This is an optimization exercise on Yosys and OpenROAD, whose aim is small area, not a production implementation.
The RTL was checked by simulation tests, not by an equivalence proof against the original design.
The clock port is modelled as an ideal driver; clocking choices that lean on that would not hold on a real chip.
Power figures rest on the tool's default switching activity, not on a simulated workload.

**config.mk**
```make
export PLATFORM = sky130hd
export DESIGN_NAME = CPWindowAdding
export DESIGN_NICKNAME = CPWindowAdding
export VERILOG_FILES = /design/flow/design.v
export SDC_FILE = /design/flow/constraint.sdc
export NUM_CORES = 4
export LEC_CHECK = 0
export CAP_MARGIN = 20
export CORE_MARGIN = 2
export CORE_UTILIZATION = 65
export PLACE_DENSITY = 0.75
export SLEW_MARGIN = 20
```
**constraint.sdc**
```tcl
create_clock -name core_clock -period 6.5 [get_ports {SYS_CLK}]
set_input_delay 1.3000 -clock core_clock [delete_from_list [all_inputs] [get_ports {SYS_CLK}]]
set_output_delay 1.3000 -clock core_clock [all_outputs]
set_load 0.01 [all_outputs]
```
**design.v**
```verilog
`timescale 1 ns / 1 ps
`timescale 1 ns / 1 ps
module CPWindowAdding(
	input SYS_CLK,
	input RST,
	input [27:0] DATA_IN,
	input [6:0] DATA_INDEX_IN,
	input DATA_IN_VALID,
	output reg [27:0] DATA_OUT,
    output reg DATA_OUT_LAST,
	output reg DATA_OUT_VALID 
);
reg read_enable;
reg data_from_ram_enable;
reg [6:0] read_address;
reg data_out_last;  
reg [128*28-1:0] delay_line;
always @ (posedge SYS_CLK)
    delay_line <= {delay_line[127*28-1:0], DATA_IN};
wire [27:0] delayed_128 = delay_line[128*28-1:127*28];  
wire [27:0] delayed_127 = delay_line[127*28-1:126*28];  
always @ (posedge SYS_CLK)
    begin
        if(RST)
        	begin
                data_out_last <= 1'b0;
        		read_enable <= 1'b0;
                data_from_ram_enable <= 1'b0;
        	end
        else
        	begin
                data_out_last <= 1'B0;
                data_from_ram_enable <= read_enable;
        		if (DATA_INDEX_IN == 7'd126) 
        		    begin
        		        read_enable <= 1'b1;
        		    end
        		if (read_address == 7'd127) 
        		    begin
        		        read_enable <= 1'b0;
                        data_out_last <= 1'b1;
        		    end
        	end
    end
always @ (posedge SYS_CLK)
    begin
        if(RST)
        	begin
        		read_address <= 7'd0;
        	end
        else
        	begin
 				if (DATA_INDEX_IN == 7'd127 ||read_enable) 
 				    begin
 				        read_address <= read_address + 1'b1;
 				    end
 				else 
 				    begin
 				        read_address <= 7'd0;
 				    end       		
        	end
    end
reg [26:0] prev_first_half;
always @ (posedge SYS_CLK)
    begin
        if (RST)
            prev_first_half <= 27'd0;
        else if (DATA_INDEX_IN == 7'd127)
            prev_first_half <= delayed_127[27:1];
    end
wire [27:0] window = {DATA_IN[27], DATA_IN[27:1]} + {prev_first_half[26], prev_first_half};
always @ (posedge SYS_CLK)
    begin
        if (DATA_INDEX_IN == 7'd96)
            DATA_OUT <= window;
        else if (DATA_INDEX_IN > 7'd96)
            DATA_OUT <= DATA_IN;
        else
            DATA_OUT <= delayed_128;
    end
always @ (posedge SYS_CLK)
    begin
        if(RST)
        	begin
                DATA_OUT_LAST <= 1'b0;
        		DATA_OUT_VALID <= 1'b0;
        	end
        else
        	begin
                DATA_OUT_LAST <= data_out_last;
        		if (DATA_INDEX_IN >= 7'd96 || data_from_ram_enable)
        		    DATA_OUT_VALID <= 1'b1;
        		else if (~DATA_IN_VALID)
        		    DATA_OUT_VALID <= 1'b0;
        	end
    end
endmodule
```
**run.sh**
```bash
#!/bin/bash
# synth_recipe.tcl (not shown) runs the flow's synth.tcl, then flattens the netlist and writes it again
# the make line also repeats each setting of config.mk as NAME=value (left out here)
make -C /OpenROAD-flow-scripts/flow DESIGN_CONFIG=/design/flow/config.mk WORK_HOME=/design/flow/orfs CLKGATE_MAP_FILE= SYNTH_SCRIPT=/design/flow/synth_recipe.tcl finish
```
==> results of run 1 <==
-- registers in the layout (all words and copies together) (netlist names) --
| signal | flops |
|---|---|
| DATA_OUT | 28 |
| DATA_OUT_LAST | 1 |
| DATA_OUT_VALID | 1 |
| data_from_ram_enable | 1 |
| data_out_last | 1 |
| delay_line | 3584 |
| prev_first_half | 27 |
| read_address | 7 |
| read_enable | 1 |
-- synth_stat cells (2+ instances only) --
| cell | count |
|---|---|
| sky130_fd_sc_hd__a211o_1 | 5 |
| sky130_fd_sc_hd__a211oi_1 | 6 |
| sky130_fd_sc_hd__a21o_1 | 9 |
| sky130_fd_sc_hd__a21oi_1 | 79 |
| sky130_fd_sc_hd__a221oi_1 | 2 |
| sky130_fd_sc_hd__a31oi_1 | 6 |
| sky130_fd_sc_hd__and2_1 | 3 |
| sky130_fd_sc_hd__and3_1 | 7 |
| sky130_fd_sc_hd__buf_2 | 5 |
| sky130_fd_sc_hd__clkbuf_1 | 23 |
| sky130_fd_sc_hd__dfxtp_1 | 3651 |
| sky130_fd_sc_hd__ha_1 | 28 |
| sky130_fd_sc_hd__inv_1 | 10 |
| sky130_fd_sc_hd__mux2i_1 | 3 |
| sky130_fd_sc_hd__nand2_1 | 123 |
| sky130_fd_sc_hd__nand3_1 | 13 |
| sky130_fd_sc_hd__nand3b_1 | 2 |
| sky130_fd_sc_hd__nand4_1 | 7 |
| sky130_fd_sc_hd__nor2_1 | 37 |
| sky130_fd_sc_hd__nor2b_1 | 4 |
| sky130_fd_sc_hd__nor3_1 | 12 |
| sky130_fd_sc_hd__o21a_1 | 2 |
| sky130_fd_sc_hd__o21ai_0 | 23 |
| sky130_fd_sc_hd__o21ai_1 | 4 |
| sky130_fd_sc_hd__o21bai_1 | 4 |
| sky130_fd_sc_hd__or3_1 | 2 |
| sky130_fd_sc_hd__xnor2_1 | 15 |
| sky130_fd_sc_hd__xor2_1 | 9 |
-- routing by layer --
layer  wire [um]  vias to the layer above  track usage [%]  part of all wire (%)
met5          27                        -                0                 0.023
li1            -                    13600                -                     -
met4        2240                        4             6.29                   1.9
met2       57900                      626             34.0                    48
met3        6180                      195             4.86                   5.2
met1       53500                    13700             27.7                    45
-- worst max-delay path: cells and delay by family --
family | cells | cell delay (ns)
adders and majority gates | 2 | 0.52
buffers and inverters | 2 | 0.62
and+or+nand+nor | 3 | 0.69
AOI/OAI and AO/OA | 4 | 1.17
-- stage by stage --
stage,instances,power [mW]
after floorplan,4120,23.5
after global placement,5686,23.6
after detailed placement,5686,23.6
after CTS,6231,42.1
after global routing,6231,43.0
final,6231,41.7
-- final timing paths --
check	startpoint	endpoint	slack, ns	cells past startpoint
min	delay_line[1879]	delay_line[1907]	0.30	0
min reg2reg	delay_line[1879]	delay_line[1907]	0.30	0
max reg2reg	prev_first_half[0]	DATA_OUT[24]	3.64	10
max	DATA_IN[1]	DATA_OUT[16]	2.97	11
-- logic make-up after synthesis --
group / Yosys count / share of synthesized area (%)
AOI/OAI and AO/OA: 156 / 1.27
adders and majority gates: 29 / 0.489
buffers and inverters: 40 / 0.216
muxes: 3 / 0.0396
xor gates and xnor gates: 24 / 0.277
and+or+nand+nor: 217 / 1.25
DFF: 3651 / 96.5
-- power by group through the flow --
stage	Combinational (mW)	Clock (mW)	Sequential, mW
6_report	0.139	18.6	23.0
5_1_grt	0.147	19.8	23.0
4_1_cts	0.138	19.0	23.0
3_5_place_dp	0.135	0	23.5
3_3_place_gp	0.135	0	23.4
2_1_floorplan	0.0508	0	23.4
-- area by class of cell --
type	instances	share of cell area, %
sequential	3651	82.5
clock buffer	445	10.3
multi-input combinational	429	2.85
tap	1524	2.15
clock inverter	100	1.36
timing repair buffer	72	0.794
inverter	10	0.0424
==> summary.txt, run 1 <==
Outcome:
- The flow ran to the end and the layout has no timing, DRC or antenna violations.

Setup path:
- The worst setup path category is in2reg.
- The required arrival time at the worst endpoint is ~7.3 ns.
- For this run, the slowest stage of the critical path takes 0.52 ns.
- The critical path goes through clkdlybuf4s50_1, ha_1, inv_1, fa_1, and2b_1, o21ai_1, o21ai_2, a21oi_1, nor2_1, or3_1, a31o_2.
- Along the worst path, the maximum fanout reaches 4.
- The slowest stage of the critical path is the sky130_fd_sc_hd__clkdlybuf4s50_1 cell.
- Data arrives at the worst endpoint at 4.31 ns.
- STA classifies the critical path startpoint as a primary input.
- STA classifies the critical path endpoint as a register.

Synthesis:
- The share of synthesized area in the top cell type comes to 96.5%.
- The cell count after synthesis is between 4000 and 5000.
- Summing the sequential cell areas from Yosys gives between 90% and 100% of the chip area.
- For this run, the number of Yosys warnings is 1.
- Ranked by total cell area, the synthesized netlist is headed by sky130_fd_sc_hd__dfxtp_1, sky130_fd_sc_hd__nand2_1, sky130_fd_sc_hd__a21oi_1.
- The number of synthesized register bits is about 3700.
- The share of synthesized registers carrying an async set or reset is 0%.
- The synthesized design contains 0 enable-type register cells.
- In the synthesized netlist the dominant register cell turns out to be sky130_fd_sc_hd__dfxtp_1.
- The post-synthesis cell area is 75800 sq um.
- Dividing the synthesized area by the synthesized cell count gives 18.4 sq um.
- sky130_fd_sc_hd__dfxtp_1 takes more of the synthesized area than any other cell.
- Counting every net in the synthesized netlist gives 4187.
- In this run, distinct cell masters in the synthesized netlist total 54.

Pwr:
- The internal power is 33.5 mW.
- For this design the static power due to leakage is 36.3 nW.
- Dividing total power by cell area gives a power density of roughly 470 nW/um^2.
- The switching power is around 8.2 mW.
- VDD sags by at most approximately 300 uV.
- Per report_power, the clock group accounts for between 40% and 50% of the total.
- Combinational logic burns 0.3% of the power.
- Sequential cells burn 55.1% of the power.
- The fraction of power spent switching nets is 19.6%.

Placed design:
- Routability-driven placement finished with a final weighted congestion of about 0.77.
- The standard cell area after detailed placement is 78300 sq um.
- The minimum setup slack after placement is between 2 and 2.5 ns.
- Detailed placement finished with a half-perimeter wire length of 50.4 mm.
- The number of port buffers is 67.

Layout:
- The signed area change from the synthesized netlist to the final layout is 16.9%.
- Leaving out fill and tap cells, the most frequent cells in the layout are sky130_fd_sc_hd__dfxtp_1, sky130_fd_sc_hd__clkbuf_16, sky130_fd_sc_hd__nand2_1.
- The net count of the finished layout is between 4000 and 5000.
- The multi-input combinational cells in the finished layout cover a total of 2520 sq um.
- The post-route cell area is 88600 sq um.
- The number of diodes added for antenna fixing is 0.
- The post-route netlist has 10.6% of its cells at a drive strength greater than 1.
- The most common cell after layout, fill and taps aside is sky130_fd_sc_hd__dfxtp_1.
- Fill cells in the final layout number 5776.
- Registers take ~73000 sq um.
- At the end of the flow the core is filled with cells to between 70% and 80%.

Timing:
- In the final timing run, aggregate negative setup slack is 0 ns.
- Derived from the worst setup path, the maximum achievable clock frequency is 283 MHz.
- Clock skew on the completed layout was measured at 0.0521 ns.
- The number of pins with negative max-slew slack in the final report is 0.
- Subtracting the final worst setup slack from the clock period gives 3.53 ns.
- The number of hold violations in the final report is 0.
- Setup slack on the critical path of the routed design comes to roughly 3.0 ns.
- Setup repair after global routing left no endpoint under its margin.
- Dividing the final minimum period by the clock period gives roughly 54%.
- The minimum hold slack is approximately 0.30 ns.
- The measured slew at the worst slew-check pin is 1.08 ns.
- Setup violations remaining at the end of the flow were counted as 0.
- The headroom to the max-slew limit is 28.0%.

Die:
- The number of top-level pins is 68.
- The initial cell density of the core is between 60% and 70%.
- The floorplan step set the die height to 345 um.
- The width of the die is approximately 350 um.
- The die covers between 100000 and 150000 sq um.
- After floorplanning, the core was sized to cover about 120000 sq um.
- The number of rows created at floorplan is about 130.

Route:
- The number of violations reported at the end of detailed-routing iteration 0 is 1609.
- The pre-antenna-repair detailed-routing pass consisted of 5 iterations.
- The average wire length per cell after detail routing is 19.2 um.
- The number of remaining DRC errors is 0.
- Summed over all layers, the routed wires come to 120 mm.
- The detail route stage leaves a number of antenna-violating nets equal to 0.
- The total number of vias is 28200.
- The detailed-route vias per instance is between 4 and 5.

Clock network:
- After clock tree synthesis, the clock-pin slew on the worst setup and hold paths is roughly 0.070 ns.
- The number of buffers created by CTS is 319.
- The H-tree was split into 5 levels.
- The tree built by TritonCTS fans out to about 3700 sinks.
- Once the clock tree was built, the resizer swapped 0 gates to a different size.
- Clock tree synthesis selected as its root buffer the cell sky130_fd_sc_hd__clkbuf_16.
- At the later pin of the worst-skew pair, clock insertion delay measures 0.88 ns.
- The number of setup buffers added after CTS is 0.
- The number of buffers added to fix hold violations after cts is 0.
- The number of buffers between clock root and the deepest sink is 4.
- The TritonCTS clock tree is built.

Global route:
- The number of global-route vias before repair was 31700.
- Summed over all layers, the global routing overflow is 0.
- The global-route usage over all layers is around 21%.
- The number of antenna violations at the first check in global routing is 9.
- The first global-routing pass estimated between 150 and 200 mm of wire.
- The pin count of the biggest net entering global routing is 39.

Worst hold path:
- The class of the tightest hold or removal check is reg2reg.

Run:
- The count of max-cap constraint violations is 0.
==> run 2: changes to the inputs <==
--- a/config.mk
+++ b/config.mk
@@ -7,6 +7,5 @@
 export LEC_CHECK = 0
 export CAP_MARGIN = 20
 export CORE_MARGIN = 2
-export CORE_UTILIZATION = 65
-export PLACE_DENSITY = 0.75
+export CORE_UTILIZATION = 40
 export SLEW_MARGIN = 20
==> summary.txt, run 2 <==
Outcome:
- Run status: complete, no violations (unchanged).

Timing:
- RSZ-0062 raised after global routing: false (unchanged).
- The number of pins with negative max-slew slack in the final report is 0 (unchanged).
- The maximum clock rate came to 278 MHz (was 283 MHz).
- The minimum hold slack is 0.275 ns (was 0.296 ns).
- The final count of negative-setup-slack endpoints was 0 (unchanged).
- The number of hold violations in the final report is 0 (unchanged).
- The accumulated negative setup slack is 0 ns (unchanged).
- The fraction of the cycle the final worst path needs is 55.3% (was 54.4%).
- The headroom to the max-slew limit is 47.7% (was 28.0%).
- The clock period minus worst slack is 3.59 ns (was 3.53 ns).
- The final worst clock skew is 0.0579 ns (was 0.0521 ns).
- The measured slew at the worst slew-check pin is 0.782 ns (was 1.08 ns).

Route:
- The antenna violation net count after detailed routing came to 0 (unchanged).
- The number of violations reported at the end of detailed-routing iteration 0 came to 1151 (was 1609).
- The number of search-and-repair iterations in the first detailed-routing pass is 5 (unchanged).
- The average wire length per cell after detail routing is 12.4 um (was 19.2 um).
- The number of remaining DRC errors is 0 (unchanged).
- The total number of vias is 27400 (was 28200).
- The sum of routed wire length over all layers was 90.2 mm (was 120 mm).
- The detailed-route vias per instance is 3.77 (was 4.52).

Clock network:
- The number of gates given a new drive strength after cts is 0 (unchanged).
- The TritonCTS clock tree is built (unchanged).
- The post-CTS setup buffer count is 0 (unchanged).
- The number of buffers added to fix hold violations after cts came to 0 (unchanged).
- The number of clock sinks is 3651 (unchanged).
- The level count of the clock H-tree is 5 (unchanged).
- The number of buffers created by CTS is 346 (was 319).
- The source-to-sink clock delay at the later pin of the worst-skew pair was 0.92 ns (was 0.88 ns).
- The root buffer selected by CTS is sky130_fd_sc_hd__clkbuf_16 (unchanged).
- The clock-pin slew of the registers on the worst-case setup and hold paths was 0.06 ns (was 0.07 ns).
- The number of buffers between clock root and the deepest sink is 4 (unchanged).

Layout:
- The number of flip-flops in the largest register is 3584 (unchanged).
- The post-route cell area came to 90900 sq um (was 88600 sq um).
- The count of filler cells inserted in the layout is 15600 (was 5776).
- The final core utilization is 48.3% (was 76.4%).
- The signed area change from the synthesized netlist to the final layout is 19.9% (was 16.9%).
- Commonest cells after routing, fill and taps aside: sky130_fd_sc_hd__dfxtp_1, sky130_fd_sc_hd__clkbuf_16, sky130_fd_sc_hd__nand2_1 (unchanged).
- The register ranked first by flip-flop count is delay_line (unchanged).
- The share of cells above drive strength 1 is 11.4% (was 10.6%).
- Top flop regs: delay_line: 3584 flops, DATA_OUT: 28 flops, prev_first_half: 27 flops (unchanged).
- The final-stage net count was 4578 (was 4550).
- The most common cell after layout, fill and taps aside is sky130_fd_sc_hd__dfxtp_1 (unchanged).

Pwr:
- The sequential fraction of design power is 53.8% (was 55.1%).
- The combinational share of power came to 0.3% (about the same).
- The share of total power in the clock network is 45.9% (was 44.6%).
- The switching power is 7.94 mW (was 8.20 mW).
- The cell leakage power was 36.9 nW (was 36.3 nW).
- The internal power was 34.7 mW (was 33.5 mW).
- The cell area power density is 470 nW/um^2 (was 471 nW/um^2).
- The fraction of power spent switching nets is 18.6% (was 19.6%).
- The peak supply drop is 301 uV (about the same).

Die:
- The area of the core region came to 188000 sq um (was 116000 sq um).
- The die area is 193000 sq um (was 119000 sq um).
- The y dimension of the die is 439 um (was 345 um).
- The number of top-level pins was 68 (unchanged).
- The width of the die came to 439 um (was 345 um).
- The initial cell density of the core is 40.3% (was 65.4%).
- The number of rows created at floorplan is 159 (was 125).

Setup path:
- The maximum fanout along the worst path is 4 (unchanged).
- The critical path launch point type was a primary input (unchanged).
- The critical path data arrival time is 4.32 ns (was 4.31 ns).
- The worst setup path category is in2reg (unchanged).
- The capturing element type of the critical path is a register (unchanged).
- The required arrival time at the worst endpoint is 7.23 ns (was 7.27 ns).

Synthesis:
- The count of warnings emitted by yosys is 1 (unchanged).
- The largest area contributor in the synthesized netlist is sky130_fd_sc_hd__dfxtp_1 (unchanged).
- The total nets after synthesis came to 4187 (unchanged).
- The cell count after synthesis is 4120 (unchanged).
- The average instance area after synthesis is 18.4 sq um (unchanged).
- The area share of the largest cell type after synthesis is 96.5% (unchanged).
- The post-synthesis cell area came to 75800 sq um (unchanged).
- The share of synthesized registers carrying an async set or reset was 0% (unchanged).
- List of most frequent post-synthesis cells: sky130_fd_sc_hd__dfxtp_1, sky130_fd_sc_hd__nand2_1, sky130_fd_sc_hd__a21oi_1 (unchanged).
- The most frequently used flop master after synthesis was sky130_fd_sc_hd__dfxtp_1 (unchanged).
- The count of flip-flops with a built-in enable after synthesis is 0 (unchanged).
- The leading cell type by number of instances after synthesis is sky130_fd_sc_hd__dfxtp_1 (unchanged).
- The part of the Yosys area used for sequential elements was 96.5% (unchanged).
- The count of distinct cell types in the synthesized netlist is 54 (unchanged).
- The number of synthesized register bits is 3651 (unchanged).
- Biggest area contributors in the synthesized netlist: sky130_fd_sc_hd__dfxtp_1, sky130_fd_sc_hd__nand2_1, sky130_fd_sc_hd__a21oi_1 (unchanged).

Worst hold path:
- The class of the tightest hold or removal check is reg2reg (unchanged).

Placed design:
- The HPWL after detailed placement came to 45.8 mm (was 50.4 mm).
- The standard cell area after detailed placement was 79500 sq um (was 78300 sq um).
- The routability congestion estimate is 0.719 (was 0.773).
- The number of port buffers is 67 (unchanged).

Global route:
- The number of global-route vias before repair is 28100 (was 31700).
- The first-pass GRT wire length was 149 mm (was 188 mm).
- The global-route usage over all layers is 9.65% (was 20.8%).
- The pin count of the biggest net entering global routing is 39 (unchanged).
- The number of antenna violations at the first check in global routing is 12 (was 9).
- The sum of overflow across all layers after global routing is 0 (unchanged).

Run:
- The count of max-cap constraint violations came to 0 (unchanged).
-- run 2: cell families (layout without fill, tap and decap cells) --
group / Yosys count / in the layout / share of synthesized area, %
AO/OA/AOI/OAI: 156 / 156 / 1.27
buffers and inverters: 40 / 684 / 0.216
adder cells (fa/ha/maj): 29 / 29 / 0.489
other: 0 / 3 / 0
AND/OR/NAND/NOR: 217 / 217 / 1.25
XOR/XNOR: 24 / 24 / 0.277
multiplexers: 3 / 3 / 0.0396
flip-flops: 3651 / 3651 / 96.5
-- run 2: power groups by stage --
stage | Clock [mW] | Combinational (mW) | Sequential, mW
after floorplan | 0 | 0.0508 | 23.4
after global placement | 0 | 0.141 | 23.5
after detailed placement | 0 | 0.141 | 23.5
after CTS | 20.3 | 0.141 | 23.0
after global routing | 21.2 | 0.149 | 23.0
final | 19.6 | 0.138 | 23.0
-- run 2: per-layer routing --
layer | global-route usage [%] | wire length, um | vias up
met5 | 0 | 0 | -
met4 | 5.90 | 4500 | 0
met3 | 2.83 | 4830 | 317
met2 | 13.6 | 36800 | 482
met1 | 13.1 | 44000 | 12800
li1 | - | - | 13700
-- run 2: worst max-delay path, cell delays in order --
cell and delay, ns:
sky130_fd_sc_hd__clkdlybuf4s50_1 0.72, sky130_fd_sc_hd__ha_1 0.30, sky130_fd_sc_hd__inv_1 0.07, sky130_fd_sc_hd__fa_1 0.37, sky130_fd_sc_hd__and2b_1 0.22, sky130_fd_sc_hd__o21ai_1 0.10, sky130_fd_sc_hd__o21ai_2 0.26, sky130_fd_sc_hd__a21oi_1 0.24
sky130_fd_sc_hd__o41ai_1 0.47, sky130_fd_sc_hd__xnor2_1 0.17, sky130_fd_sc_hd__o21ai_0 0.09
-- run 2: final timing paths --
kind | from | end | slack (ns) | cells after the start
setup / recovery | DATA_IN[1] | DATA_OUT[24] | 2.91 | 11
hold / removal | delay_line[1288] | delay_line[1316] | 0.28 | 0
setup reg to reg | prev_first_half[0] | DATA_OUT[24] | 3.80 | 10
hold reg to reg | delay_line[1288] | delay_line[1316] | 0.28 | 0
-- run 2: per-stage QoR --
stage / setup WS (ns) / std cells / total power [mW]
6_report: 2.91 / 7262 / 42.7
4_1_cts: 2.86 / 7259 / 43.4
3_5_place_dp: 1.90 / 6658 / 23.6
3_3_place_gp: 1.89 / 6658 / 23.6
2_1_floorplan: 3.26 / 4120 / 23.5
5_1_grt: 2.79 / 7261 / 44.3
-- run 2: cell type report --
class / instances / area [sq um] / share of cell area [%]
clock inverters: 109 / 1420 / 1.56
flip-flops and latches: 3651 / 73100 / 80.4
repair buffers: 73 / 716 / 0.788
diodes: 3 / 7.51 / 0.00826
multi-input cells: 429 / 2520 / 2.78
clock buffers: 492 / 9960 / 11.0
inverters: 10 / 37.5 / 0.0413
well taps: 2495 / 3120 / 3.44
==> run 3: changes to the inputs <==
--- a/config.mk
+++ b/config.mk
@@ -7,5 +7,9 @@
 export LEC_CHECK = 0
 export CAP_MARGIN = 20
 export CORE_MARGIN = 2
-export CORE_UTILIZATION = 40
+export CORE_UTILIZATION = 80
+export CTS_BUF_LIST = sky130_fd_sc_hd__clkbuf_8
+export CTS_CLUSTER_DIAMETER = 40
+export CTS_CLUSTER_SIZE = 16
+export PLACE_DENSITY = 0.88
 export SLEW_MARGIN = 20
==> summary.txt, run 3 <==
Synthesis:
- The compound-cell area share of the yosys netlist is 1.27% (unchanged).
- The cell count after synthesis is 4120 (unchanged).
- The count of distinct cell types in the synthesized netlist is 54 (unchanged).
- The total nets after synthesis is 4187 (unchanged).
- The count of flip-flops with a built-in enable after synthesis is 0 (unchanged).
- The largest area contributor in the synthesized netlist is sky130_fd_sc_hd__dfxtp_1 (unchanged).
- The post-synthesis cell area is 75800 sq um (unchanged).
- The part of the Yosys area used for sequential elements is 96.5% (unchanged).
- The area share of the largest cell type after synthesis is 96.5% (unchanged).
- The most frequently used flop master after synthesis is sky130_fd_sc_hd__dfxtp_1 (unchanged).
- The leading cell type by number of instances after synthesis is sky130_fd_sc_hd__dfxtp_1 (unchanged).
- The average instance area after synthesis is 18.4 sq um (unchanged).
- The share of synthesized registers carrying an async set or reset is 0% (unchanged).
- The main combinational cell family by area after synthesis is compound AO/OA/AOI/OAI gates (unchanged).
- The simple-gate portion of the synthesized area is 1.25% (unchanged).
- The mux cell area share after synthesis is 0.0396% (unchanged).
- The count of warnings emitted by yosys is 1 (unchanged).
- The arithmetic-cell share of the synthesized area counting full adders, half adders and majority gates is 0.489% (unchanged).
- List of most frequent post-synthesis cells: sky130_fd_sc_hd__dfxtp_1, sky130_fd_sc_hd__nand2_1, sky130_fd_sc_hd__a21oi_1 (unchanged).
- The xor and xnor area share after synthesis is 0.277% (unchanged).
- Biggest area contributors in the synthesized netlist: sky130_fd_sc_hd__dfxtp_1, sky130_fd_sc_hd__nand2_1, sky130_fd_sc_hd__a21oi_1 (unchanged).
- The number of synthesized register bits came to 3651 (unchanged).

Placed design:
- The number of port buffers came to 67 (unchanged).
- The routability congestion estimate is 0.806 (was 0.719).
- The HPWL after detailed placement was 83.1 mm (was 45.8 mm).

Die:
- The initial cell density of the core is 80.9% (was 40.3%).
- The number of top-level pins is 68 (unchanged).
- The y dimension of the die was 312 um (was 439 um).
- The width of the die is 312 um (was 439 um).
- The number of rows created at floorplan is 112 (was 159).

Outcome:
- Run status: did not finish (was complete, no violations).
- The run ended at detailed placement (3_5_place_dp).
- The first error in the log reads "[ERROR DPL-0033] detailed placement checks failed during check placement".
==> run 3: cell counts after synthesis <==
Identical to the previous run, type by type.
==> run 3: kinds of logic after synthesis <==
logic type                 Yosys count
DFF                               3651
and+or+nand+nor                    217
AOI/OAI and AO/OA                  156
buffers and inverters               40
adders and majority gates           29
xor gates and xnor gates            24
muxes                                3
==> run 3: power groups by stage <==
stage	Clock (mW)	Sequential, mW	Combinational, mW
after floorplan	0	23.4	0.0508
after global placement	0	23.4	0.132
==> run 3: per-stage QoR <==
step | hold WS (ns) | power (mW) | cells
global placement | 0.310 | 23.6 | 5417
floorplan | 0.310 | 23.5 | 4120
==> run 3: worst min-delay path by stage <==
stage / to / slack [ns] / cells after the start
floorplan: delay_line[1000] / 0.31 / 0
global placement: delay_line[2240] / 0.31 / 0
==> run 4: changes to the inputs <==
==> flow/run.sh (new file) <==
#!/bin/bash
# Own flow: the standard layout, with the clock tree built from clkbuf_8
# leaf clusters and no dummy loads, and the ports buffered with buf_1.
set -euo pipefail
export CTS_ARGS="-sink_clustering_enable -repair_clock_nets -dont_use_dummy_load -buf_list sky130_fd_sc_hd__clkbuf_8 -sink_clustering_size 18 -sink_clustering_max_diameter 45"
export BUFFER_PORTS_ARGS="-buffer_cell sky130_fd_sc_hd__buf_1"
bash standard.sh finish > standard_flow.log 2>&1
==> standard.sh (new file) <==
#!/bin/bash
# synth_recipe.tcl (not shown) runs the flow's synth.tcl, then flattens the netlist and writes it again
# the make line also repeats each setting of config.mk as NAME=value (left out here)
make -C /OpenROAD-flow-scripts/flow DESIGN_CONFIG=/design/flow/config.mk WORK_HOME=/design/flow/orfs CLKGATE_MAP_FILE= SYNTH_SCRIPT=/design/flow/synth_recipe.tcl "${@:-finish}"
==> config.mk (replaced) <==
export PLATFORM = sky130hd
export DESIGN_NAME = CPWindowAdding
export DESIGN_NICKNAME = CPWindowAdding
export VERILOG_FILES = /design/flow/design.v
export SDC_FILE = /design/flow/constraint.sdc
export NUM_CORES = 4
export LEC_CHECK = 0
export CAP_MARGIN = 20
export CORE_MARGIN = 2
export CORE_UTILIZATION = 75
export PLACE_DENSITY = 0.85
export SLEW_MARGIN = 20
removed: run.sh
==> summary.txt, run 4 <==
Global route:
- The global-route usage over all layers is 23.1%.
- The first-pass GRT wire length is 176 mm.
- Entering global routing, the biggest net connects 39 pins.
- The number of antenna violations at the first check in global routing is 12.
- The total overflow left after global routing is 0.
- The number of global-route vias before repair is 30000.

Placed design:
- The HPWL after detailed placement is 66.5 mm (was 83.1 mm).
- The number of port buffers is 67 (unchanged).
- The routability congestion estimate is 0.773 (was 0.806).
- The standard cell area after detailed placement is 77600 sq um.

Synthesis:
- The largest area contributor in the synthesized netlist is sky130_fd_sc_hd__dfxtp_1 (unchanged).
- The count of warnings emitted by yosys is 1 (unchanged).
- The area share of the largest cell type after synthesis is 96.5% (unchanged).
- The total nets after synthesis was 4187 (unchanged).
- The count of flip-flops with a built-in enable after synthesis is 0 (unchanged).
- The number of synthesized register bits is 3651 (unchanged).
- The count of distinct cell types in the synthesized netlist was 54 (unchanged).
- The cell count after synthesis is 4120 (unchanged).
- The post-synthesis cell area came to 75800 sq um (unchanged).
- The average instance area after synthesis was 18.4 sq um (unchanged).
- The share of synthesized registers carrying an async set or reset is 0% (unchanged).
- The leading cell type by number of instances after synthesis is sky130_fd_sc_hd__dfxtp_1 (unchanged).
- The most frequently used flop master after synthesis is sky130_fd_sc_hd__dfxtp_1 (unchanged).
- Biggest area contributors in the synthesized netlist: sky130_fd_sc_hd__dfxtp_1, sky130_fd_sc_hd__nand2_1, sky130_fd_sc_hd__a21oi_1 (unchanged).
- List of most frequent post-synthesis cells: sky130_fd_sc_hd__dfxtp_1, sky130_fd_sc_hd__nand2_1, sky130_fd_sc_hd__a21oi_1 (unchanged).
- The part of the Yosys area used for sequential elements is 96.5% (unchanged).

Pwr:
- The cell leakage power is approximately 33 nW.
- For this design the ratio of total power to cell area is around 400 nW/um^2.
- Across the VDD grid, the largest voltage drop is 290 uV.
- Power comes to 32.4 mW.

Route:
- The average wire length per cell after detail routing is 21.2 um.
- The number of violations reported at the end of detailed-routing iteration 0 is 1687.
- The number of remaining DRC errors is 0.
- The sum of routed wire length over all layers is 121 mm.
- For this block, the via count after detailed routing is 27500.
- The count of nets left with antenna violations once routing finished came out at 0.
- The detailed-route vias per instance is 4.84.
- The first detailed-routing pass took 5 iterations.

Clock network:
- The clock passes through at most 3 buffers.
- CTS placed an instance of sky130_fd_sc_hd__clkbuf_8 at the clock tree root.
- The level count of the clock H-tree is 4.
- The number of buffers added to fix hold violations after cts is 0.
- The clock-pin slew of the registers on the worst-case setup and hold paths is roughly 0.10 ns.
- The number of clock sinks is 3651.
- The TritonCTS clock tree is built.
- Post-CTS repair changed the size of 0 cells.
- The number of buffers created by CTS is 225.
- Once the clock tree was built, the setup fixing pass inserted 0 buffers.
- The later pin in the worst-skew pair is clocked with a latency of about 0.92 ns.

Setup path:
- The required arrival time at the worst endpoint is ~7.2 ns.
- The slowest stage cell on the critical path is sky130_fd_sc_hd__fa_1.
- The critical path data arrival time is 4.06 ns.
- Of all nets on the critical path, the largest fanout is 4.
- The capturing element type of the critical path is a register.
- The worst setup path is of the in2reg kind.
- Walking the worst path, the cells encountered are buf_1, inv_1, fa_1, and2b_1, o21ai_1, o21ai_2, a21oi_1, o41ai_1, xnor2_1, o21ai_0.
- The worst setup path is launched from a primary input.
- The largest single stage delay on the critical path is roughly 0.50 ns.
- The setup check on the worst reg-to-reg path leaves a slack of 3.43 ns.

Die:
- The area of the core region is 100000 sq um.
- The width of the die was 322 um (was 312 um).
- The number of top-level pins is 68 (unchanged).
- The number of rows created at floorplan is 116 (was 112).
- The y dimension of the die is 322 um (was 312 um).
- The die covers 104000 sq um.
- The initial cell density of the core is 75.7% (was 80.9%).

Outcome:
- Run status: complete, no violations (was did not finish).

Timing:
- The routed design could run at a clock period as short as 3.37 ns.
- The headroom to the max-slew limit is 46.5%.
- The maximum clock rate is 297 MHz.
- The fraction of the cycle the final worst path needs is 51.8%.
- The final count of negative-setup-slack endpoints is 0.
- The final worst clock skew is 0.0945 ns.
- Setup repair after global routing left no endpoint under its margin.
- The number of hold violations in the final report is 0.
- The measured slew at the worst slew-check pin is 0.801 ns.
- The number of pins with negative max-slew slack in the final report is 0.
- After routing, the total negative slack on setup checks comes to 0 ns.

Layout:
- At the end of the flow, the number of nets in the layout was between 4000 and 5000.
- The register with the most flip-flops in the layout has between 3000 and 4000 of them.
- Counting flops per register, the top entry is delay_line.
- In the final layout, the registers with the most flip-flops are delay_line: 3584 flops, DATA_OUT: 28 flops, prev_first_half: 27 flops.
- Leaving out fill and tap cells, the most frequent cells in the layout are sky130_fd_sc_hd__dfxtp_1, sky130_fd_sc_hd__clkbuf_8, sky130_fd_sc_hd__nand2_1.
- The share of cells above drive strength 1 is 5.49%.
- After routing the design area is 80700 sq um.
- The signed area change from the synthesized netlist to the final layout is 6.49%.
- The library cell used most frequently in the layout, excluding fill and tap cells, is sky130_fd_sc_hd__dfxtp_1.
- The count of filler cells inserted in the layout is 4327.

Worst hold path:
- The tightest min-delay check is of the reg2reg type.

Run:
- The count of max-cap constraint violations is 0.
-- run 4: cell counts after synthesis --
No cell type changed its count.
-- run 4: routing by layer --
| layer | up-vias | part of all wire, % | GRT usage (%) |
|---|---|---|---|
| li1 | 13200 | - | - |
| met4 | 6 | 3.5 | 8.01 |
| met5 | - | 0.025 | 0 |
| met1 | 13200 | 41 | 29.8 |
| met2 | 762 | 49 | 38.6 |
| met3 | 312 | 5.9 | 5.68 |
-- run 4: logic make-up (layout without fill, tap and decap cells) --
logic type	after synthesis	count (layout)	synth area share, %
compound gates	156	156	1.27
xor+xnor	24	24	0.277
fa+ha+maj	29	29	0.489
buf+inv	40	308	0.216
flops	3651	3651	96.5
mux	3	3	0.0396
other cells	0	3	0
simple gates	217	217	1.25
-- run 4: path summary, 6_finish.rpt --
check,start,end,cells after the start
worst min-delay path,delay_line[2029],delay_line[2057],0
worst min register to register,delay_line[2029],delay_line[2057],0
worst max register to register,prev_first_half[0],DATA_OUT[24],10
worst max-delay path,DATA_IN[2],DATA_OUT[24],10
-- run 4: layout make-up --
cell class / instances / area, sq um / share of cell area (%)
clock buffers: 225 / 3100 / 3.84
repair buffers: 73 / 318 / 0.394
diodes: 3 / 7.51 / 0.00930
multi-input cells: 429 / 2520 / 3.12
well taps: 1298 / 1620 / 2.01
inverters: 10 / 37.5 / 0.0465
flip-flops and latches: 3651 / 73100 / 90.6
-- run 4: worst max-delay path, delay by kind of cell --
| kind | cells | cell delay [ns] |
|---|---|---|
| AOI/OAI and AO/OA | 5 | 1.26 |
| xor gates and xnor gates | 1 | 0.17 |
| adders and majority gates | 1 | 0.50 |
| buffers and inverters | 2 | 0.56 |
| and+or+nand+nor | 1 | 0.27 |
-- run 4: where the power goes --
part	internal (mW)	leakage (nW)	switching, mW
clock	3.11	1.62	6.17
sequential	22.8	30.0	0.165
combinational	0.0317	1.16	0.0911
-- run 4: stage by stage --
step	std cells	setup WS (ns)	hold slack, ns	util, %
CTS	5685	3.36	0.259	80.5
floorplan	4120	3.26	0.310	-
finish	5689	3.13	0.255	80.6
global route	5688	3.01	0.249	80.6
detailed placement	5460	2.48	0.312	77.5
global placement	5460	2.57	0.310	77.5
==> run 5: changes to the inputs <==
==> design.v (replaced) <==
`timescale 1 ns / 1 ps
`timescale 1 ns / 1 ps
module CPWindowAdding(
	input SYS_CLK,
	input RST,
	input [27:0] DATA_IN,
	input [6:0] DATA_INDEX_IN,
	input DATA_IN_VALID,
	output reg [27:0] DATA_OUT,
    output reg DATA_OUT_LAST,
	output reg DATA_OUT_VALID 
);
reg [128*28-1:0] delay_line;
always @ (posedge SYS_CLK)
    delay_line <= {delay_line[127*28-1:0], DATA_IN};
wire [27:0] delayed_128 = delay_line[128*28-1:127*28];  
wire [27:0] delayed_127 = delay_line[127*28-1:126*28];  
reg read_active;
reg [6:0] read_count;
always @ (posedge SYS_CLK)
    begin
        if (RST)
            read_active <= 1'b0;
        else
            read_active <= (read_active && read_count != 7'd127) || DATA_INDEX_IN == 7'd127;
        read_count <= read_active ? read_count + 1'b1 : 7'd0;
    end
reg [26:0] prev_first_half;
always @ (posedge SYS_CLK)
    begin
        if (RST)
            prev_first_half <= 27'd0;
        else if (DATA_INDEX_IN == 7'd127)
            prev_first_half <= delayed_127[27:1];
    end
wire [27:0] window = {DATA_IN[27], DATA_IN[27:1]} + {prev_first_half[26], prev_first_half};
always @ (posedge SYS_CLK)
    begin
        if (DATA_INDEX_IN == 7'd96)
            DATA_OUT <= window;
        else if (DATA_INDEX_IN > 7'd96)
            DATA_OUT <= DATA_IN;
        else
            DATA_OUT <= delayed_128;
    end
always @ (posedge SYS_CLK)
    begin
        if(RST)
        	begin
                DATA_OUT_LAST <= 1'b0;
        		DATA_OUT_VALID <= 1'b0;
        	end
        else
        	begin
                DATA_OUT_LAST <= read_active && read_count == 7'd127;
        		if (DATA_INDEX_IN >= 7'd96 || read_active)
        		    DATA_OUT_VALID <= 1'b1;
        		else if (~DATA_IN_VALID)
        		    DATA_OUT_VALID <= 1'b0;
        	end
    end
endmodule
==> flow/run.sh (replaced) <==
#!/bin/bash
# Own flow: the standard layout (standard.sh) with a leaner clock tree:
# clkbuf_16 branches, clkbuf_8 leaf buffers over small clusters, no dummy
# loads, and post_cts.tcl upsizing any slow leaf buffer; the ports are
# buffered with buf_1. make's full output goes to standard_flow.log and each
# ORFS step's log to orfs/logs/.
set -euo pipefail
export CTS_ARGS="-sink_clustering_enable -repair_clock_nets -dont_use_dummy_load -root_buf sky130_fd_sc_hd__clkbuf_16 -buf_list sky130_fd_sc_hd__clkbuf_16 -sink_clustering_buffer sky130_fd_sc_hd__clkbuf_8 -sink_clustering_size 20 -sink_clustering_max_diameter 40"
export BUFFER_PORTS_ARGS="-buffer_cell sky130_fd_sc_hd__buf_1"
export POST_CTS_TCL="$(pwd)/flow/post_cts.tcl"
bash standard.sh finish > standard_flow.log 2>&1
==> flow/post_cts.tcl (new file) <==
estimate_parasitics -placement
set upsized 0
foreach inst [get_cells -quiet clkbuf_leaf_*] {
  set y [get_pins -of_objects $inst -filter "direction==output"]
  if {[get_property $y slew_max] > 0.100} {
    replace_cell $inst sky130_fd_sc_hd__clkbuf_16
    incr upsized
  }
}
puts "post_cts: upsized $upsized leaf clock buffers"
if {$upsized > 0} {
  detailed_placement
  check_placement -verbose
  estimate_parasitics -placement
}
set worst 0
foreach inst [get_cells -quiet clkbuf_leaf_*] {
  set y [get_pins -of_objects $inst -filter "direction==output"]
  set s [get_property $y slew_max]
  if {$s > $worst} { set worst $s }
}
puts "post_cts: worst leaf clock buffer output slew $worst"
==> summary.txt, run 5 <==
Synthesis:
- The area share of the largest cell type after synthesis was 96.4% (was 96.5%).
- The cell count after synthesis is 4100 (was 4120).
- The largest area contributor in the synthesized netlist is sky130_fd_sc_hd__dfxtp_1 (unchanged).
- List of most frequent post-synthesis cells: sky130_fd_sc_hd__dfxtp_1, sky130_fd_sc_hd__nand2_1, sky130_fd_sc_hd__a21oi_1 (unchanged).
- The count of flip-flops with a built-in enable after synthesis came to 0 (unchanged).
- The count of distinct cell types in the synthesized netlist is 57 (was 54).
- The average instance area after synthesis is 18.5 sq um (was 18.4 sq um).
- The part of the Yosys area used for sequential elements is 96.4% (was 96.5%).
- The most frequently used flop master after synthesis is sky130_fd_sc_hd__dfxtp_1 (unchanged).
- The post-synthesis cell area is 75700 sq um (was 75800 sq um).
- The leading cell type by number of instances after synthesis is sky130_fd_sc_hd__dfxtp_1 (unchanged).
- The count of warnings emitted by yosys is 1 (unchanged).
- The total nets after synthesis is 4167 (was 4187).
- The number of synthesized register bits is 3649 (was 3651).
- The share of synthesized registers carrying an async set or reset is 0% (unchanged).
- Biggest area contributors in the synthesized netlist: sky130_fd_sc_hd__dfxtp_1, sky130_fd_sc_hd__a21oi_1, sky130_fd_sc_hd__nand2_1 (was sky130_fd_sc_hd__dfxtp_1, sky130_fd_sc_hd__nand2_1, sky130_fd_sc_hd__a21oi_1).

Route:
- The detailed-route vias per instance came to 5.21 (was 4.84).
- The number of search-and-repair iterations in the first detailed-routing pass came to 9 (was 5).
- The number of remaining DRC errors is 0 (unchanged).
- The sum of routed wire length over all layers is 157 mm (was 121 mm).
- The average wire length per cell after detail routing is 27.7 um (was 21.2 um).
- The total number of vias is 29600 (was 27500).
- The antenna violation net count after detailed routing is 0 (unchanged).
- The number of violations reported at the end of detailed-routing iteration 0 was 3192 (was 1687).

Timing:
- The fraction of the cycle the final worst path needs came to 73.7% (was 51.8%).
- The maximum clock rate came to 209 MHz (was 297 MHz).
- The number of hold violations in the final report is 0 (unchanged).
- The final count of negative-setup-slack endpoints was 0 (unchanged).
- The clock period minus worst slack is 4.79 ns (was 3.37 ns).
- The number of pins with negative max-slew slack in the final report is 0 (unchanged).
- RSZ-0062 raised after global routing: false (unchanged).
- The headroom to the max-slew limit is 32.2% (was 46.5%).
- The measured slew at the worst slew-check pin came to 1.00 ns (was 0.801 ns).
- The worst setup margin is 1.71 ns (was 3.13 ns).
- The accumulated negative setup slack is 0 ns (unchanged).
- The final worst clock skew is 0.116 ns (was 0.0945 ns).
- The minimum hold slack is 0.260 ns (was 0.255 ns).

Die:
- The number of top-level pins is 68 (unchanged).
- The area of the core region is 100000 sq um (unchanged).
- The y dimension of the die is 322 um (about the same).
- The number of rows created at floorplan is 116 (unchanged).
- The width of the die is 322 um (about the same).
- The die area is 104000 sq um (about the same).
- The initial cell density of the core was 75.6% (was 75.7%).

Layout:
- The number of flip-flops in the largest register is 3584 (unchanged).
- The final-stage net count is 4436 (was 4457).
- The share of cells above drive strength 1 was 5.54% (was 5.49%).
- The count of filler cells inserted in the layout is 4076 (was 4327).
- The signed area change from the synthesized netlist to the final layout is 8.77% (was 6.49%).
- Commonest cells after routing, fill and taps aside: sky130_fd_sc_hd__dfxtp_1, sky130_fd_sc_hd__clkbuf_16, sky130_fd_sc_hd__nand2_1 (was sky130_fd_sc_hd__dfxtp_1, sky130_fd_sc_hd__clkbuf_8, sky130_fd_sc_hd__nand2_1).
- Top flop regs: delay_line: 3584 flops, DATA_OUT: 28 flops, prev_first_half: 27 flops (unchanged).
- The most common cell after layout, fill and taps aside is sky130_fd_sc_hd__dfxtp_1 (unchanged).
- The post-route cell area is 82400 sq um (was 80700 sq um).
- The register ranked first by flip-flop count is delay_line (unchanged).

Clock network:
- The TritonCTS clock tree is built (unchanged).
- The number of clock sinks is 3649 (was 3651).
- The source-to-sink clock delay at the later pin of the worst-skew pair is 0.84 ns (was 0.92 ns).
- The clock-pin slew of the registers on the worst-case setup and hold paths came to 0.11 ns (was 0.10 ns).

Setup path:
- The cell class contributing the biggest share of worst-path delay is simple AND/OR/NAND/NOR gates (was compound AO/OA/AOI/OAI gates).
- The critical path data arrival time is 5.41 ns (was 4.06 ns).
- The required arrival time at the worst endpoint is 7.12 ns (was 7.19 ns).
- The maximum fanout along the worst path is 3 (was 4).
- The capturing element type of the critical path is a register (unchanged).
- The count of buffer and inverter cells on the critical path was 2 (unchanged).
- Sequence of cells on the critical path: buf_1, ha_1, inv_1, fa_1, nor2b_1, o2111ai_1, a211oi_1, nor3_2, nor4bb_1, a211oi_2, xnor2_1, o21ai_1 (was buf_1, inv_1, fa_1, and2b_1, o21ai_1, o21ai_2, a21oi_1, o41ai_1, xnor2_1, o21ai_0).
- The critical path launch point type is a primary input (unchanged).
- The worst setup path category was in2reg (unchanged).
- The largest incremental delay on the critical path is 0.88 ns (was 0.50 ns).
- The slowest stage cell on the critical path is sky130_fd_sc_hd__nor4bb_1 (was sky130_fd_sc_hd__fa_1).

Pwr:
- The total power after layout is 35.5 mW (was 32.4 mW).
- The peak supply drop is 442 uV (was 290 uV).
- The cell leakage power came to 33.4 nW (was 32.7 nW).
- The cell area power density is 431 nW/um^2 (was 401 nW/um^2).

Worst hold path:
- The class of the tightest hold or removal check is reg2reg (unchanged).

Placed design:
- The HPWL after detailed placement is 61.5 mm (was 66.5 mm).
- The routability congestion estimate is 0.793 (was 0.773).
- The standard cell area after detailed placement is 77500 sq um (was 77600 sq um).
- The number of port buffers is 67 (unchanged).
- The minimum setup slack after placement is 2.12 ns (was 2.48 ns).

Run:
- The count of max-cap constraint violations is 0 (unchanged).

Global route:
- The sum of overflow across all layers after global routing was 0 (unchanged).
- The global-route usage over all layers was 29.2% (was 23.1%).
- The number of antenna violations at the first check in global routing is 12 (unchanged).
- The first-pass GRT wire length is 217 mm (was 176 mm).
- The pin count of the biggest net entering global routing is 37 (was 39).
- The number of global-route vias before repair was 32900 (was 30000).

Outcome:
- Run status: complete, no violations (unchanged).
[run 5: cell types whose count changed after synthesis, moves of 5 or more]
cell	delta
sky130_fd_sc_hd__nor2_1	-8
sky130_fd_sc_hd__nand2_1	-25
sky130_fd_sc_hd__and3_1	+6
sky130_fd_sc_hd__nor2b_1	+5
sky130_fd_sc_hd__nor3_1	-8
sky130_fd_sc_hd__and2_1	+9
sky130_fd_sc_hd__a21o_1	-7
sky130_fd_sc_hd__o21ai_0	+6
[run 5: cells by family after synthesis]
family	after synthesis	synth area share, %
muxes	2	0.0264
DFF	3649	96.4
xor gates and xnor gates	24	0.278
buffers and inverters	40	0.259
adders and majority gates	29	0.489
and+or+nand+nor	194	1.22
AOI/OAI and AO/OA	162	1.29
[run 5: routing by layer]
| layer | up-vias | global-route usage, % | wire length, um |
|---|---|---|---|
| li1 | 13100 | - | - |
| met1 | 14600 | 37.4 | 61200 |
| met2 | 1272 | 48.5 | 78100 |
| met3 | 572 | 6.99 | 10700 |
| met4 | 8 | 11.1 | 7060 |
| met5 | - | 0 | 49 |
[run 5: report_power, final]
part | switching (mW) | internal (mW)
sequential | 0.203 | 22.8
clock | 7.14 | 5.20
combinational | 0.107 | 0.0331
total | 7.45 | 28.0
[run 5: layout make-up]
cell class	instances	area, sq um	share of cell area [%]
antenna	5	12.5	0.0152
clock buffer	219	4820	5.85
inverter	14	52.6	0.0638
multi-input combinational	411	2500	3.04
sequential	3649	73100	88.7
tap	1298	1620	1.97
timing repair buffer	74	324	0.393
[run 5: worst paths after layout]
path / from / to / slack [ns] / cells past startpoint
setup / recovery: DATA_IN[1] / DATA_OUT[24] / 1.71 / 12
hold / removal: delay_line[267] / delay_line[295] / 0.26 / 0
setup reg to reg: prev_first_half[0] / DATA_OUT[24] / 2.00 / 11
hold reg to reg: delay_line[267] / delay_line[295] / 0.26 / 0
[run 5: through the flow]
step	instances	utilization, %
final	5670	82.3
after global routing	5666	82.3
after detailed placement	5445	77.4
after global placement	5445	77.4
after floorplan	4100	-
==> run 6: changes to the inputs <==
==> flow/run.sh (replaced) <==
#!/bin/bash
# Own flow: the standard layout (standard.sh) with a leaner clock tree:
# clkbuf_8 buffers over small clusters of flip-flops, no dummy loads, and
# post_cts.tcl upsizing any leaf buffer whose slew comes out high. The ports
# are buffered with buf_1. make's full output goes to standard_flow.log and
# each ORFS step's log to orfs/logs/.
set -euo pipefail
export CTS_ARGS="-sink_clustering_enable -repair_clock_nets -dont_use_dummy_load -buf_list sky130_fd_sc_hd__clkbuf_8 -sink_clustering_size 17 -sink_clustering_max_diameter 40"
export BUFFER_PORTS_ARGS="-buffer_cell sky130_fd_sc_hd__buf_1"
export POST_CTS_TCL="$(pwd)/flow/post_cts.tcl"
bash standard.sh finish > standard_flow.log 2>&1
==> flow/post_cts.tcl (replaced) <==
set leaf_slew_limit 0.110
proc slow_leaves {limit} {
  set slow {}
  foreach inst [get_cells -quiet clkbuf_leaf_*] {
    if {[get_property $inst ref_name] ne "sky130_fd_sc_hd__clkbuf_8"} { continue }
    set y [get_pins -of_objects $inst -filter "direction==output"]
    if {[get_property $y slew_max] > $limit} { lappend slow $inst }
  }
  return $slow
}
for {set round 1} {$round <= 3} {incr round} {
  estimate_parasitics -placement
  set slow [slow_leaves $leaf_slew_limit]
  puts "post_cts: round $round, [llength $slow] slow leaf clock buffers"
  if {[llength $slow] == 0} { break }
  foreach inst $slow { replace_cell $inst sky130_fd_sc_hd__clkbuf_16 }
  detailed_placement -incremental
  check_placement -verbose
}
estimate_parasitics -placement
set worst 0
foreach inst [get_cells -quiet clkbuf_leaf_*] {
  set y [get_pins -of_objects $inst -filter "direction==output"]
  set s [get_property $y slew_max]
  if {$s > $worst} { set worst $s }
}
puts "post_cts: worst leaf clock buffer output slew $worst"
--- a/config.mk
+++ b/config.mk
@@ -7,6 +7,6 @@
 export LEC_CHECK = 0
 export CAP_MARGIN = 20
 export CORE_MARGIN = 2
-export CORE_UTILIZATION = 75
-export PLACE_DENSITY = 0.85
+export CORE_UTILIZATION = 62
+export PLACE_DENSITY = 0.72
 export SLEW_MARGIN = 20
==> summary.txt, run 6 <==
Setup path:
- The critical path data arrival time is 4.27 ns (was 5.41 ns).
- The worst setup path category is in2reg (unchanged).
- The maximum fanout along the worst path is 3 (unchanged).
- The critical path launch point type is a primary input (unchanged).
- The required arrival time at the worst endpoint is 7.35 ns (was 7.12 ns).
- The capturing element type of the critical path is a register (unchanged).

Layout:
- The number of flip-flops in the largest register came to 3584 (unchanged).
- The signed area change from the synthesized netlist to the final layout is 8.17% (was 8.77%).
- Commonest cells after routing, fill and taps aside: sky130_fd_sc_hd__dfxtp_1, sky130_fd_sc_hd__clkbuf_8, sky130_fd_sc_hd__nand2_1 (was sky130_fd_sc_hd__dfxtp_1, sky130_fd_sc_hd__clkbuf_16, sky130_fd_sc_hd__nand2_1).
- The most common cell after layout, fill and taps aside is sky130_fd_sc_hd__dfxtp_1 (unchanged).
- The register ranked first by flip-flop count is delay_line (unchanged).
- The final-stage net count is 4506 (was 4436).
- Top flop regs: delay_line: 3584 flops, DATA_OUT: 28 flops, prev_first_half: 27 flops (unchanged).
- The share of cells above drive strength 1 is 7.05% (was 5.54%).

Die:
- The y dimension of the die is 354 um (was 322 um).
- The die area is 125000 sq um (was 104000 sq um).
- The initial cell density of the core was 62.3% (was 75.6%).
- The width of the die is 354 um (was 322 um).
- The number of top-level pins is 68 (unchanged).
- The number of rows created at floorplan is 128 (was 116).
- The area of the core region is 122000 sq um (was 100000 sq um).

Global route:
- The pin count of the biggest net entering global routing was 34 (was 37).
- The number of antenna violations at the first check in global routing came to 5 (was 12).
- The first-pass GRT wire length came to 140 mm (was 217 mm).
- The number of global-route vias before repair is 26300 (was 32900).
- The sum of overflow across all layers after global routing is 0 (unchanged).
- The global-route usage over all layers is 14.2% (was 29.2%).

Synthesis:
- The count of flip-flops with a built-in enable after synthesis is 0 (unchanged).
- The total nets after synthesis is 4167 (unchanged).
- The most frequently used flop master after synthesis is sky130_fd_sc_hd__dfxtp_1 (unchanged).
- The leading cell type by number of instances after synthesis is sky130_fd_sc_hd__dfxtp_1 (unchanged).
- Biggest area contributors in the synthesized netlist: sky130_fd_sc_hd__dfxtp_1, sky130_fd_sc_hd__a21oi_1, sky130_fd_sc_hd__nand2_1 (unchanged).
- The share of synthesized registers carrying an async set or reset is 0% (unchanged).
- The count of warnings emitted by yosys is 1 (unchanged).
- The part of the Yosys area used for sequential elements is 96.4% (unchanged).
- The post-synthesis cell area was 75700 sq um (unchanged).
- List of most frequent post-synthesis cells: sky130_fd_sc_hd__dfxtp_1, sky130_fd_sc_hd__nand2_1, sky130_fd_sc_hd__a21oi_1 (unchanged).
- The largest area contributor in the synthesized netlist is sky130_fd_sc_hd__dfxtp_1 (unchanged).
- The average instance area after synthesis is 18.5 sq um (unchanged).
- The count of distinct cell types in the synthesized netlist is 57 (unchanged).
- The area share of the largest cell type after synthesis is 96.4% (unchanged).
- The number of synthesized register bits came to 3649 (unchanged).
- The cell count after synthesis is 4100 (unchanged).

Clock network:
- The clock-pin slew of the registers on the worst-case setup and hold paths is 0.10 ns (was 0.11 ns).
- The number of clock sinks came to 3649 (unchanged).
- The source-to-sink clock delay at the later pin of the worst-skew pair is 0.96 ns (was 0.84 ns).
- The TritonCTS clock tree is built (unchanged).

Worst hold path:
- The class of the tightest hold or removal check is reg2reg (unchanged).

Placed design:
- The routability congestion estimate was 0.769 (was 0.793).
- The number of port buffers is 67 (unchanged).
- The HPWL after detailed placement was 45.7 mm (was 61.5 mm).

Timing:
- The final worst clock skew came to 0.0912 ns (was 0.116 ns).
- The number of hold violations in the final report is 0 (unchanged).
- The maximum clock rate is 292 MHz (was 209 MHz).
- The headroom to the max-slew limit is 29.6% (was 32.2%).
- The clock period minus worst slack is 3.42 ns (was 4.79 ns).
- The measured slew at the worst slew-check pin is 1.06 ns (was 1.00 ns).
- RSZ-0062 raised after global routing: false (unchanged).
- The final count of negative-setup-slack endpoints is 0 (unchanged).
- The fraction of the cycle the final worst path needs was 52.7% (was 73.7%).
- The number of pins with negative max-slew slack in the final report is 0 (unchanged).
- The accumulated negative setup slack is 0 ns (unchanged).

Route:
- The uppermost layer routed is met5 (unchanged).
- The number of remaining DRC errors is 0 (unchanged).
- The average wire length per cell after detail routing is 14.3 um (was 27.7 um).
- The number of violations reported at the end of detailed-routing iteration 0 is 1330 (was 3192).
- The detailed-route vias per instance is 4.30 (was 5.21).
- The amount of wire on met3 after detailed routing is 4.89 mm (was 10.7 mm).
- The number of search-and-repair iterations in the first detailed-routing pass is 4 (was 9).
- The met2 wire length came to 30.7 mm (was 78.1 mm).
- The sum of routed wire length over all layers came to 87.0 mm (was 157 mm).
- The met1 routed wirelength after detailed routing was 49.3 mm (was 61.2 mm).
- The antenna violation net count after detailed routing was 0 (unchanged).
- The total number of vias is 26100 (was 29600).

Pwr:
- The cell area power density is 405 nW/um^2 (was 431 nW/um^2).
- The peak supply drop is 282 uV (was 442 uV).
- The cell leakage power is 33.1 nW (was 33.4 nW).
- The total power after layout is 33.2 mW (was 35.5 mW).

Outcome:
- Run status: complete, no violations (unchanged).

Run:
- The count of max-cap constraint violations came to 0 (unchanged).
[run 6: cell counts after synthesis]
Identical to the previous run, type by type.
[run 6: final timing paths]
path	slack [ns]	depth (start not counted)	start	end
worst min register to register	0.26	0	delay_line[2861]	delay_line[2889]
worst max-delay path	3.08	12	DATA_IN[1]	DATA_OUT[26]
worst min-delay path	0.26	0	delay_line[2861]	delay_line[2889]
worst max register to register	3.24	11	prev_first_half[0]	DATA_OUT[26]
[run 6: through the flow]
step                      setup WS [ns]  cell area, sq um  hold slack [ns]  util (%)  instances
final                              3.08             81900            0.264      67.4       6066
after global routing               2.98             81900            0.259      67.4       6063
after detailed placement           2.21             77900            0.312      64.1       5772
after global placement             2.29             77900            0.310      64.1       5772
after floorplan                    3.24             75700            0.310         -       4100
[run 6: layout make-up]
| cell class | count | area (sq um) |
|---|---|---|
| fill | 7769 | 39600 |
| sequential | 3649 | 73100 |
| inverter | 14 | 52.6 |
| multi-input combinational | 411 | 2500 |
| timing repair buffer | 73 | 298 |
| clock buffer | 290 | 3990 |
| antenna | 4 | 10.0 |
| tap | 1625 | 2030 |
[run 6: cell families after synthesis]
group | count (synthesis) | share of synthesized area (%)
fa+ha+maj | 29 | 0.489
xor+xnor | 24 | 0.278
buf+inv | 40 | 0.259
compound gates | 162 | 1.29
simple gates | 194 | 1.22
mux | 2 | 0.0264
flops | 3649 | 96.4
[run 6: metal layers]
| layer | track usage (%) | up-vias |
|---|---|---|
| met5 | 0 | - |
| met4 | 5.73 | 4 |
| met3 | 4.04 | 189 |
| met2 | 17.1 | 475 |
| met1 | 23.6 | 12200 |
| li1 | - | 13300 |
[run 6: worst max-delay path, cell delays in order]
cell and delay [ns]:
sky130_fd_sc_hd__buf_1 0.11, sky130_fd_sc_hd__ha_1 0.51, sky130_fd_sc_hd__inv_1 0.11, sky130_fd_sc_hd__fa_1 0.41, sky130_fd_sc_hd__nor2b_1 0.23, sky130_fd_sc_hd__o2111ai_1 0.23, sky130_fd_sc_hd__a211oi_1 0.39, sky130_fd_sc_hd__o31ai_2 0.12
sky130_fd_sc_hd__a31oi_1 0.38, sky130_fd_sc_hd__a221oi_2 0.15, sky130_fd_sc_hd__xor2_1 0.16, sky130_fd_sc_hd__o22ai_1 0.16
[run 6: where the power goes]
part | total [mW] | switching [mW] | internal (mW)
Sequential | 22.9 | 0.112 | 22.8
Clock | 10.1 | 6.11 | 4.01
Combinational | 0.110 | 0.0785 | 0.0319
Total | 33.1 | 6.30 | 26.9
==> run 7: changes to the inputs <==
==> flow/run.sh (replaced) <==
#!/bin/bash
# Own flow: the standard layout (standard.sh) with a leaner clock tree:
# clkbuf_8 buffers over small clusters of flip-flops, no dummy loads, and
# post_cts.tcl upsizing any leaf buffer whose slew comes out high. The ports
# are buffered with buf_1. make's full output goes to standard_flow.log and
# each ORFS step's log to orfs/logs/.
set -euo pipefail
export CTS_ARGS="-sink_clustering_enable -repair_clock_nets -dont_use_dummy_load -buf_list sky130_fd_sc_hd__clkbuf_8 -sink_clustering_size 14 -sink_clustering_max_diameter 35"
export BUFFER_PORTS_ARGS="-buffer_cell sky130_fd_sc_hd__buf_1"
export POST_CTS_TCL="$(pwd)/flow/post_cts.tcl"
bash standard.sh finish > standard_flow.log 2>&1
--- a/config.mk
+++ b/config.mk
@@ -7,6 +7,6 @@
 export LEC_CHECK = 0
 export CAP_MARGIN = 20
 export CORE_MARGIN = 2
-export CORE_UTILIZATION = 62
-export PLACE_DENSITY = 0.72
+export CORE_UTILIZATION = 70
+export PLACE_DENSITY = 0.8
 export SLEW_MARGIN = 20
==> summary.txt, run 7 <==
Outcome:
- Run status: complete, no violations (unchanged).

Pwr:
- The cell leakage power is 33.5 nW (was 33.1 nW).
- The switching power is 6.68 mW (was 6.30 mW).
- The cell area power density is 416 nW/um^2 (was 405 nW/um^2).
- The peak supply drop came to 265 uV (was 282 uV).
- The sequential fraction of design power is 67.0% (was 69.1%).
- The fraction of power spent switching nets is 19.5% (was 19.0%).
- The combinational share of power came to 0.3% (about the same).
- The share of total power in the clock network is 32.7% (was 30.5%).
- The total power after layout came to 34.2 mW (was 33.2 mW).
- The internal power was 27.6 mW (was 26.9 mW).

Setup path:
- The critical register-to-register path endpoint is DATA_OUT[26] (unchanged).
- The worst setup path category is in2reg (unchanged).
- The required arrival time at the worst endpoint is 7.32 ns (was 7.35 ns).
- The critical path launch point type is a primary input (unchanged).
- The maximum fanout along the worst path is 3 (unchanged).
- The capturing element type of the critical path is a register (unchanged).
- The depth of the worst register-to-register path is 11 (unchanged).
- The critical path data arrival time is 3.94 ns (was 4.27 ns).
- The worst-case register-to-register setup slack was 3.44 ns (was 3.24 ns).
- The launching point of the worst reg2reg path is prev_first_half[0] (unchanged).

Layout:
- The final-stage net count is 4559 (was 4506).
- The number of flip-flops in the largest register is 3584 (unchanged).
- The register ranked first by flip-flop count is delay_line (unchanged).
- The most common cell after layout, fill and taps aside was sky130_fd_sc_hd__dfxtp_1 (unchanged).
- The share of cells above drive strength 1 was 8.15% (was 7.05%).
- The combined flip-flop and latch cell area is 73100 sq um (unchanged).
- Top flop regs: delay_line: 3584 flops, DATA_OUT: 28 flops, prev_first_half: 27 flops (unchanged).
- The count of filler cells inserted in the layout is 5173 (was 7769).
- Commonest cells after routing, fill and taps aside: sky130_fd_sc_hd__dfxtp_1, sky130_fd_sc_hd__clkbuf_8, sky130_fd_sc_hd__nand2_1 (unchanged).
- The signed area change from the synthesized netlist to the final layout was 8.78% (was 8.17%).
- The area of combinational cells with multiple inputs is 2500 sq um (about the same).

Placed design:
- The number of port buffers is 67 (unchanged).
- The routability congestion estimate is 0.811 (was 0.769).
- The HPWL after detailed placement is 55.9 mm (was 45.7 mm).

Worst hold path:
- The critical hold path startpoint is delay_line[238] (was delay_line[2861]).
- The endpoint with the worst hold slack is delay_line[266] (was delay_line[2889]).
- The class of the tightest hold or removal check is reg2reg (unchanged).
- The number of stages on the worst hold path was 0 (unchanged).

Die:
- The die area was 111000 sq um (was 125000 sq um).
- The y dimension of the die is 333 um (was 354 um).
- The number of top-level pins is 68 (unchanged).
- The area of the core region is 107000 sq um (was 122000 sq um).
- The number of rows created at floorplan is 120 (was 128).
- The initial cell density of the core is 70.7% (was 62.3%).
- The width of the die is 333 um (was 354 um).

Timing:
- The maximum clock rate was 320 MHz (was 292 MHz).
- The clock period minus worst slack came to 3.12 ns (was 3.42 ns).
- The accumulated negative setup slack is 0 ns (unchanged).
- RSZ-0062 raised after global routing: false (unchanged).
- The final worst clock skew is 0.124 ns (was 0.0912 ns).
- The headroom to the max-slew limit is 33.9% (was 29.6%).
- The number of pins with negative max-slew slack in the final report is 0 (unchanged).
- The measured slew at the worst slew-check pin came to 0.991 ns (was 1.06 ns).
- The fraction of the cycle the final worst path needs was 48.0% (was 52.7%).
- The number of hold violations in the final report is 0 (unchanged).
- The final count of negative-setup-slack endpoints is 0 (unchanged).

Synthesis:
- The total nets after synthesis is 4167 (unchanged).
- List of most frequent post-synthesis cells: sky130_fd_sc_hd__dfxtp_1, sky130_fd_sc_hd__nand2_1, sky130_fd_sc_hd__a21oi_1 (unchanged).
- The count of flip-flops with a built-in enable after synthesis is 0 (unchanged).
- The cell count after synthesis is 4100 (unchanged).
- The most frequently used flop master after synthesis is sky130_fd_sc_hd__dfxtp_1 (unchanged).
- The leading cell type by number of instances after synthesis was sky130_fd_sc_hd__dfxtp_1 (unchanged).
- The average instance area after synthesis came to 18.5 sq um (unchanged).
- Biggest area contributors in the synthesized netlist: sky130_fd_sc_hd__dfxtp_1, sky130_fd_sc_hd__a21oi_1, sky130_fd_sc_hd__nand2_1 (unchanged).
- The number of synthesized register bits is 3649 (unchanged).
- The part of the Yosys area used for sequential elements is 96.4% (unchanged).
- The share of synthesized registers carrying an async set or reset is 0% (unchanged).
- The area share of the largest cell type after synthesis is 96.4% (unchanged).
- The count of warnings emitted by yosys is 1 (unchanged).
- The largest area contributor in the synthesized netlist is sky130_fd_sc_hd__dfxtp_1 (unchanged).
- The post-synthesis cell area is 75700 sq um (unchanged).
- The count of distinct cell types in the synthesized netlist came to 57 (unchanged).

Global route:
- The pin count of the biggest net entering global routing is 37 (was 34).
- The global-route usage over all layers came to 20.0% (was 14.2%).
- The first-pass GRT wire length is 168 mm (was 140 mm).
- The number of antenna violations at the first check in global routing is 14 (was 5).
- The number of global-route vias before repair is 29900 (was 26300).
- The sum of overflow across all layers after global routing is 0 (unchanged).

Route:
- The sum of routed wire length over all layers is 107 mm (was 87.0 mm).
- The number of violations reported at the end of detailed-routing iteration 0 is 1624 (was 1330).
- The average wire length per cell after detail routing is 18.1 um (was 14.3 um).
- The number of search-and-repair iterations in the first detailed-routing pass came to 7 (was 4).
- The number of remaining DRC errors was 0 (unchanged).
- The detailed-route vias per instance was 4.61 (was 4.30).
- The total number of vias was 27200 (was 26100).
- The antenna violation net count after detailed routing is 0 (unchanged).

Run:
- The count of max-cap constraint violations is 0 (unchanged).

Clock network:
- The number of clock sinks is 3649 (unchanged).
- The TritonCTS clock tree is built (unchanged).
- The source-to-sink clock delay at the later pin of the worst-skew pair is 1.00 ns (was 0.96 ns).
- The clock-pin slew of the registers on the worst-case setup and hold paths is 0.09 ns (was 0.10 ns).
[run 7: changes by cell type in the layout (fill, tap and decap cells not counted), sizes merged]
cell / change
clkbuf: +53
diode: -1
[run 7: metal layers]
layer  track usage (%)  routed length [um]  up-vias  share of wire, %
li1                  -                   -    13400                 -
met2              30.1               47800      598                45
met1              28.2               50400    13000                47
met5                 0                  18        -             0.017
met3              5.94                6380      182               6.0
met4              6.81                2190        4               2.0
[run 7: logic make-up after synthesis]
kind of cell    synth area share (%)
simple gates                    1.22
compound gates                  1.29
mux                           0.0264
fa+ha+maj                      0.489
buf+inv                        0.259
flops                           96.4
xor+xnor                       0.278
[run 7: area by class of cell]
cell class	count	area share [%]
diodes	3	0.00911
clock buffers	344	5.75
inverters	14	0.0638
multi-input cells	411	3.04
flip-flops and latches	3649	88.7
well taps	1403	2.13
repair buffers	72	0.351
[run 7: worst max-delay path by stage]
stage,cells past startpoint,to,startpoint
3_5_place_dp,12,DATA_OUT[26],DATA_IN[1]
6_report,12,DATA_OUT[26],DATA_IN[1]
3_3_place_gp,12,DATA_OUT[24],DATA_IN[1]
5_1_grt,1,DATA_OUT[0],DATA_OUT[0]
2_1_floorplan,11,DATA_OUT[24],DATA_IN[1]
[run 7: per-stage QoR]
stage,setup WS [ns],area [sq um],std cells,hold slack (ns),util [%]
2_1_floorplan,3.24,75700,4100,0.310,-
3_3_place_gp,2.61,77600,5549,0.310,72.4
3_5_place_dp,2.56,77600,5549,0.312,72.4
5_1_grt,3.27,82400,5895,0.248,76.9
6_report,3.38,82400,5896,0.258,76.9
[run 7: power groups by stage]
stage / combinational (mW) / sequential [mW] / clock, mW
after floorplan: 0.0536 / 23.4 / 0
after global routing: 0.117 / 23.0 / 12.3
final: 0.109 / 23.0 / 11.2
after global placement: 0.103 / 23.4 / 0
after detailed placement: 0.105 / 23.5 / 0
[run 7: worst max-delay path, cell delays in order]
cell and delay, ns:
sky130_fd_sc_hd__buf_1 0.17, sky130_fd_sc_hd__ha_1 0.21, sky130_fd_sc_hd__inv_1 0.06, sky130_fd_sc_hd__fa_1 0.38
sky130_fd_sc_hd__nor2b_1 0.25, sky130_fd_sc_hd__o2111ai_1 0.22, sky130_fd_sc_hd__a211oi_1 0.38, sky130_fd_sc_hd__o31ai_2 0.12
sky130_fd_sc_hd__a31oi_1 0.36, sky130_fd_sc_hd__a221oi_2 0.14, sky130_fd_sc_hd__xor2_1 0.16, sky130_fd_sc_hd__o22ai_1 0.17
